This is an optimization exercise on Yosys and OpenROAD, whose aim is small area, not a production implementation.
Function was checked by simulation only, so behaviour that the tests miss may differ from the original.
Power figures rest on the tool's default switching activity, not on a simulated workload.

## data_shifter
module data_shifter
   (
   mem_clk,
   rst_n,
   mem_mr_xfer_valid,
   mem_mr_error,
   cont_wr_rd_req,
   mem_mr_xfer_wr_rd,
   mem_mr_xfer_btype,
   mem_mr_xfer_addr,
   mem_mr_xfer_len,
   mem_mr_wdata_valid,
   mem_mr_wdata,
   mem_mr_wlast,
   mem_mr_wstrb,
   mr8_bsize,
   xmittr_ack,
   mem_mr_xfer_ack,
   xmit_engn_wdata_ack,
   mem_mr_wdata_ack,
   spl_dpd_entry_valid,
   spl_dpd_exit_valid,
   spl_hs_entry_valid,
   spl_hs_exit_valid,
   spl_glbl_reset_valid,
   mem_spl_xfer_in_prgrs,
   mr_access_reg,
   mr_access,
   dpd_exit_cycle_cnt,
   hs_exit_cycle_cnt,
   mem_base_addr,
   mem_top_addr,
   cmd,
   mr8_btype,
   start_track,  
   wr_rd,        
   first_addr,   
   xfer_btype,
   xfer_mem_len,
   wr_tcem_pg_bndry_expired,
   wr_last_addr,
  mr8_rbx,
  prev_cmd,
  rd_done_reg,
  rd_pg_bndry_expired_sync,
  rd_last_addr,
  rd_cnt_sync,
  min_dqs_cnt_rch,
   rd_done,
   rd_stretch,
   dqs_timeout,
   almost_full_reg,
   pending_xfer,
   rcv_dq_fifo_flush_en,
   rcv_dq_fifo_flush_done,
   spl_instrn_dpd_exit_prgrs,
   spl_instrn_hs_exit_prgrs,
   spl_instrn_glbl_rst_prgrs,
   tcem_expired,
   tcph_expired,
   trc_expired,
   trst_expired,
   txhs_expired,
   txdpd_expired,
   sclk_en,
   ce_n_ip,
   dq_out_ip,
   dm_ip,
   dq_oe_ip,
   dm_oe_ip
   );
parameter AXI_DATA_WIDTH = 32;  
parameter FIFO_ADDR_WIDTH = 4;
  ...
export LEC_CHECK = 0
export CAP_MARGIN = 20
export CORE_MARGIN = 2
export CORE_UTILIZATION = 60
export CTS_BUF_LIST = sky130_fd_sc_hd__clkbuf_4 sky130_fd_sc_hd__clkbuf_8
export GPL_TIMING_DRIVEN = 0
export PLACE_DENSITY = 0.75
export SLEW_MARGIN = 20
create_clock -name core_clock -period 6.0 [get_ports {mem_clk}]
standard.sh (not shown) runs the stock make flow with config.mk's settings and CLKGATE_MAP_FILE= SYNTH_SCRIPT=/design/flow/synth_recipe.tcl, a recipe that flattens the netlist after the stock synthesis.
==> flow/flow/run.sh <==
#!/bin/bash
# Layout flow: the standard ORFS flow (standard.sh) with two changes:
#  - synthesis is the standard flow's own script, except that the one technology-mapping
#    call to ABC uses the area-oriented ABC script flow/abc_area.script
#    (registers are not touched by ABC, so they are the standard synthesis's);
#  - port buffers use the smallest buffer cell.
# Each tool's output goes to a log file in the folder the flow runs in.
set -euo pipefail
W=$PWD
export MY_ABC_SCRIPT=$W/flow/abc_area.script
{
  cat <<'TCL'
proc abc {args} {
  set i [lsearch -exact $args -script]
  if { $i >= 0 } { lset args [expr {$i + 1}] $::env(MY_ABC_SCRIPT) }
  yosys abc {*}$args
}
TCL
  cat $W/synth_recipe.tcl
} > $W/area_synth.tcl
bash standard.sh "SYNTH_SCRIPT=$W/area_synth.tcl" "BUFFER_PORTS_ARGS=-buffer_cell sky130_fd_sc_hd__buf_1" finish > orfs_flow.log 2>&1
==> flow/flow/abc_area.script <==
strash
&get -n
&deepsyn -T 90
&put
dch -f
amap
buffer -c
upsize -D 4800
dnsize -D 4800
topo
stime -c
The baseline never finished: it broke off in global routing (5_1_grt).
Rerun with:
==> flow/flow/run.sh (replaced) <==
#!/bin/bash
# Standard ORFS layout (the standard.sh, unchanged synthesis) with port buffers
# made from the smallest buffer cell instead of the resizer's default choice.
set -euo pipefail
bash standard.sh "BUFFER_PORTS_ARGS=-buffer_cell sky130_fd_sc_hd__buf_1" finish > orfs_flow.log 2>&1
- CORE_UTILIZATION: 60 -> 55
- CTS_BUF_LIST: sky130_fd_sc_hd__clkbuf_4 sky130_fd_sc_hd__clkbuf_8 -> default
- GPL_TIMING_DRIVEN: 0 -> default
- PLACE_DENSITY: 0.75 -> 0.7
removed: flow/flow/abc_area.script
With this change the flow finished clean.
Synthesized area rose by 16%.
Synthesized cell count rose by 13%.
Rerun with:
==> flow/flow/run.sh (replaced) <==
#!/bin/bash
# Layout flow: the standard ORFS flow (standard.sh) with these changes:
#  - synthesis is the standard flow's own script, except that the one technology-mapping
#    call to ABC uses the area-oriented ABC script flow/abc_area.script
#    (registers are not touched by ABC, so they are the standard synthesis's);
#  - port buffers use the smallest buffer cell;
#  - clock tree synthesis inserts no dummy loads and uses larger sink clusters.
# Each tool's output goes to a log file in the folder the flow runs in.
set -euo pipefail
W=$PWD
export MY_ABC_SCRIPT=$W/flow/abc_area.script
{
  cat <<'TCL'
proc abc {args} {
  set i [lsearch -exact $args -script]
  if { $i >= 0 } { lset args [expr {$i + 1}] $::env(MY_ABC_SCRIPT) }
  yosys abc {*}$args
}
TCL
  cat $W/synth_recipe.tcl
} > $W/area_synth.tcl
bash standard.sh "SYNTH_SCRIPT=$W/area_synth.tcl" "BUFFER_PORTS_ARGS=-buffer_cell sky130_fd_sc_hd__buf_1" \
  "CTS_ARGS=-sink_clustering_enable -repair_clock_nets -dont_use_dummy_load -sink_clustering_size 40 -sink_clustering_max_diameter 100" \
  finish > orfs_flow.log 2>&1
==> flow/flow/abc_area.script (new file) <==
strash
&get -n
&deepsyn -T 60
&st
&syn2
&if -g -K 6
&synch2
&nf
&st
&syn2
&if -g -K 6
&synch2
&nf
&put
buffer -c
upsize -D 3500
dnsize -D 3500
topo
stime -c
=>
- The new run finished with timing, DRC and antenna clean
- synthesized area falls by roughly a tenth
- sequential cell count does not change
- synthesized cell count falls by roughly a tenth
- via count falls by roughly a tenth
Rerun with:
--- a/flow/flow/run.sh
+++ b/flow/flow/run.sh
@@ -5,4 +5,3 @@
 #    (registers are not touched by ABC, so they are the standard synthesis's);
-#  - port buffers use the smallest buffer cell;
-#  - clock tree synthesis inserts no dummy loads and uses larger sink clusters.
+#  - port buffers use the smallest buffer cell.
 # Each tool's output goes to a log file in the folder the flow runs in.
@@ -21,4 +20,2 @@
 } > $W/area_synth.tcl
-bash standard.sh "SYNTH_SCRIPT=$W/area_synth.tcl" "BUFFER_PORTS_ARGS=-buffer_cell sky130_fd_sc_hd__buf_1" \
-  "CTS_ARGS=-sink_clustering_enable -repair_clock_nets -dont_use_dummy_load -sink_clustering_size 40 -sink_clustering_max_diameter 100" \
-  finish > orfs_flow.log 2>&1
+bash standard.sh "SYNTH_SCRIPT=$W/area_synth.tcl" "BUFFER_PORTS_ARGS=-buffer_cell sky130_fd_sc_hd__buf_1" finish > orfs_flow.log 2>&1
Effect: The new run produced a clean layout. Global-route usage rose by 0.20 points. Setup slack is worse by 25 ps. Combinational power is about the same. Hold slack improves by 7.4 ps. Sequential share of layout area came out lower by 0.50 points. Clock skew drops by 29 ps. Via count increases by 0.44%. Wire length stays flat. Total power rises by 12%. Cell area grows by 1.6%. Synthesized cell count is unchanged.

==> separate check: timing with driven ports <==
How much do the figures lean on ideal ports? The routed layouts below were timed once more, with nothing changed but the port constraints.
Step 1 assumes that a clkbuf_16 drives the clock port and a buf_2 every other input.
Step 2 adds t to the input delays and takes it off the output delays; t is the mean of the earliest and latest rising clock arrival at the registers after step 1. Input paths then give back, and output paths get back, about the clock's delay inside the block.
Three values: no drivers, after step 1, after step 2; two values: the first two.
run	t, ns	setup slack, ns	hold slack, ns	clock arrival spread, ns
the second run	0.508	0.616 / 0.606 / 0.099	0.481 / 0.481 / 0.481	0.022 / 0.021
the third run	0.488	0.654 / 0.680 / 0.192	0.477 / 0.477 / 0.477	0.051 / 0.052
the fourth run	0.503	0.629 / 0.652 / 0.149	0.485 / 0.485 / 0.485	0.023 / 0.022
After both steps every run listed still meets setup and hold. For the second run, which loses most, drivers alone change the setup slack by -0.010 ns; drivers and shift together by -0.517 ns.
